This design comes from an exercise in tuning for small area on the open sky130 flow, not from production work. The RTL was checked by simulation tests, not by an equivalence proof against the original design. Power and IR drop assume default switching activity.

==> flow/design.v (excerpt) <==
module alu_exec_top (
    input  logic        clk,
    input  logic        rst,             
    input  logic [31:0] immediate,
    input  logic [31:0] operandA,
    input  logic [31:0] operandB,
    input  logic [1:0]  sourceSelect,
    input  logic [1:0]  aluControl,
    output logic [31:0] result,
    output logic [1:0]  compareResult,
    output logic        overflow
);
For scale: about 140 flip-flops, ~140 I/O pins.
Settings: LEC_CHECK=0, CAP_MARGIN=10, CORE_MARGIN=2, CORE_UTILIZATION=70, CTS_BUF_LIST=sky130_fd_sc_hd__clkbuf_8 sky130_fd_sc_hd__clkbuf_16, SLEW_MARGIN=10; clock period 9.0 ns.
standard.sh (not shown) runs the stock make flow with config.mk's settings and CLKGATE_MAP_FILE= SYNTH_SCRIPT=/design/flow/synth_recipe.tcl, a recipe that flattens the netlist after the stock synthesis.
==> flow/flow/run.sh <==
#!/bin/bash
# Own layout flow: the standard ORFS flow (standard.sh) with these changes:
#  - Yosys's synth runs without its quick "abc -fast" pre-mapping (SYNTH_ARGS=-noabc),
#    so the full adders that extract_fa finds keep the polarity the RTL gives them and
#    need no inverters between them;
#  - the final ABC mapping uses flow/abc_area_nf.script (one area-recovering &nf
#    mapping pass) instead of ORFS's abc_speed.script; flow/synth_abc.tcl is
#    synth_recipe.tcl with that one substitution;
#  - ports are buffered with sky130_fd_sc_hd__buf_1 instead of the delay buffer
#    buffer_ports picks by default.
# Each step's full output goes to a log file in the folder this runs in.
set -euo pipefail
W=$PWD
bash standard.sh SYNTH_ARGS=-noabc SYNTH_SCRIPT=$W/flow/synth_abc.tcl \
  ABC_SCRIPT_OVERRIDE=$W/flow/abc_area_nf.script \
  "BUFFER_PORTS_ARGS=-buffer_cell sky130_fd_sc_hd__buf_1" finish > flow_make.log 2>&1
==> flow/flow/abc_area_nf.script <==
&get -n
&st
&dch
&nf -p -R 1000
&put
buffer -c
topo
stime -c
upsize -c
dnsize -c
==> flow/flow/synth_abc.tcl <==
# The standard synthesis script (synth_recipe.tcl), with the final ABC mapping
# run with the script named by ABC_SCRIPT_OVERRIDE instead of ORFS's abc_speed.script.
proc synth {args} { yosys synth -nofsm -noshare {*}$args }
proc abc {args} {
  set i [lsearch -exact $args -script]
  if { $i >= 0 && [info exists ::env(ABC_SCRIPT_OVERRIDE)] } {
    lset args [expr { $i + 1 }] $::env(ABC_SCRIPT_OVERRIDE)
  }
  yosys abc {*}$args
}
source $::env(SCRIPTS_DIR)/synth.tcl
# left out here: clear keep_hierarchy, flatten, clean up, hide names made inside functions, write 1_2_yosys.v
The baseline passed the timing, design-rule and antenna checks.
Next try:
CAP_MARGIN = 0   (was 10)
CORE_UTILIZATION = 60   (was 70)
SLEW_MARGIN = 0   (was 10)
Result:
- count of clock-buffer cells in the layout stays the same
- utilization shrinks by 11 points
- non-clock buffer count falls by 1
- worst setup slack improved by 0.14 ns
- clock skew increases by 0.0077 ns
- clock power is lower by a few percent
- worst hold slack got worse by 0.026 ns
- design area barely changes
- routed wire length barely changes
Next try:
CAP_MARGIN = 10   (was 0)
SLEW_MARGIN = 10   (was 0)
Via count does not change.
Maximum frequency does not change.
Register-to-register slack stays flat.
Setup slack is unchanged.
Cell count stays the same.
Flip-flop and latch count is unchanged.
Routed wire length does not change.
Die area stays the same.
Next try:
CORE_UTILIZATION = 70   (was 60)
CTS_BUF_LIST = sky130_fd_sc_hd__clkbuf_8   (was sky130_fd_sc_hd__clkbuf_8 sky130_fd_sc_hd__clkbuf_16)
Area after synthesis stays the same; clock-buffer cell count stays the same; via count rises by a few percent; global-route usage rises by 4.3 points.


Starting RTL as in the previous note.
export LEC_CHECK = 0
export CAP_MARGIN = 10
export CORE_MARGIN = 2
export CORE_UTILIZATION = 80
export CTS_BUF_LIST = sky130_fd_sc_hd__clkbuf_8
export SLEW_MARGIN = 10
create_clock -name core_clock -period 9.0 [get_ports {clk}]
Scripts as last shown in full above: flow/flow/run.sh, flow/flow/abc_area_nf.script, flow/flow/synth_abc.tcl
Change:
--- a/flow/flow/run.sh
+++ b/flow/flow/run.sh
@@ -8,0 +9,2 @@
+#  - after global routing, ORFS's power recovery (RECOVER_POWER=100) downsizes gates
+#    on paths with positive slack;
@@ -16 +18 @@
-  "BUFFER_PORTS_ARGS=-buffer_cell sky130_fd_sc_hd__buf_1" finish > flow_make.log 2>&1
+  "BUFFER_PORTS_ARGS=-buffer_cell sky130_fd_sc_hd__buf_1" RECOVER_POWER=100 finish > flow_make.log 2>&1
CORE_UTILIZATION = 60   (was 80)
CTS_BUF_LIST = sky130_fd_sc_hd__clkbuf_8 sky130_fd_sc_hd__clkbuf_16   (was sky130_fd_sc_hd__clkbuf_8)
=> Now the flow finished but failed the layout checks on max-capacitance violations, max-slew violations. Final cell count went up by 4.2%. Clock power climbs by about 30%. Wire length drops by about 10%. Utilization went down by 21 points. Register-to-register slack gains 0.34 ns. Total power increases by 2.0%. Via count drops by 11%. Setup slack gains 0.34 ns. Hold slack degrades by 0.026 ns. Synthesized cell count stays the same. Cell area goes up by 1.8%.

static timing again, ports no longer ideal:
No port has a modelled driver above. Below, the same layouts with a new extraction and two added sets of constraints. Step 1 sets driving cells, clkbuf_16 on the clock port and buf_2 on the other inputs (assumed; they add their load-dependent delay and slew). Step 2 also shifts input and output timing later by t, the mid clock arrival at the registers, as if the neighbouring blocks saw the same clock. Three values: ideal, step 1, step 2; two values: the first two.
run | shift t [ns] | setup slack, ns | latest minus earliest clock arrival (ns) | slew at the worst register clock pin (ns)
the first run of note 1 | 0.475 | 0.459 / 0.459 / 0.459 | 0.012 / 0.012 | 0.07 / 0.07
the second run of note 1 | 0.477 | 0.601 / 0.601 / 0.601 | 0.020 / 0.020 | 0.08 / 0.08
the third run of note 1 | 0.477 | 0.601 / 0.601 / 0.601 | 0.020 / 0.020 | 0.08 / 0.08
the fourth run of note 1 | 0.499 | 0.476 / 0.476 / 0.476 | 0.028 / 0.027 | 0.11 / 0.11
the first run of note 2 | 0.516 | 0.222 / 0.222 / 0.222 | 0.020 / 0.021 | 0.10 / 0.10
the second run of note 2 | 0.477 | 0.566 / 0.566 / 0.566 | 0.020 / 0.020 | 0.08 / 0.08
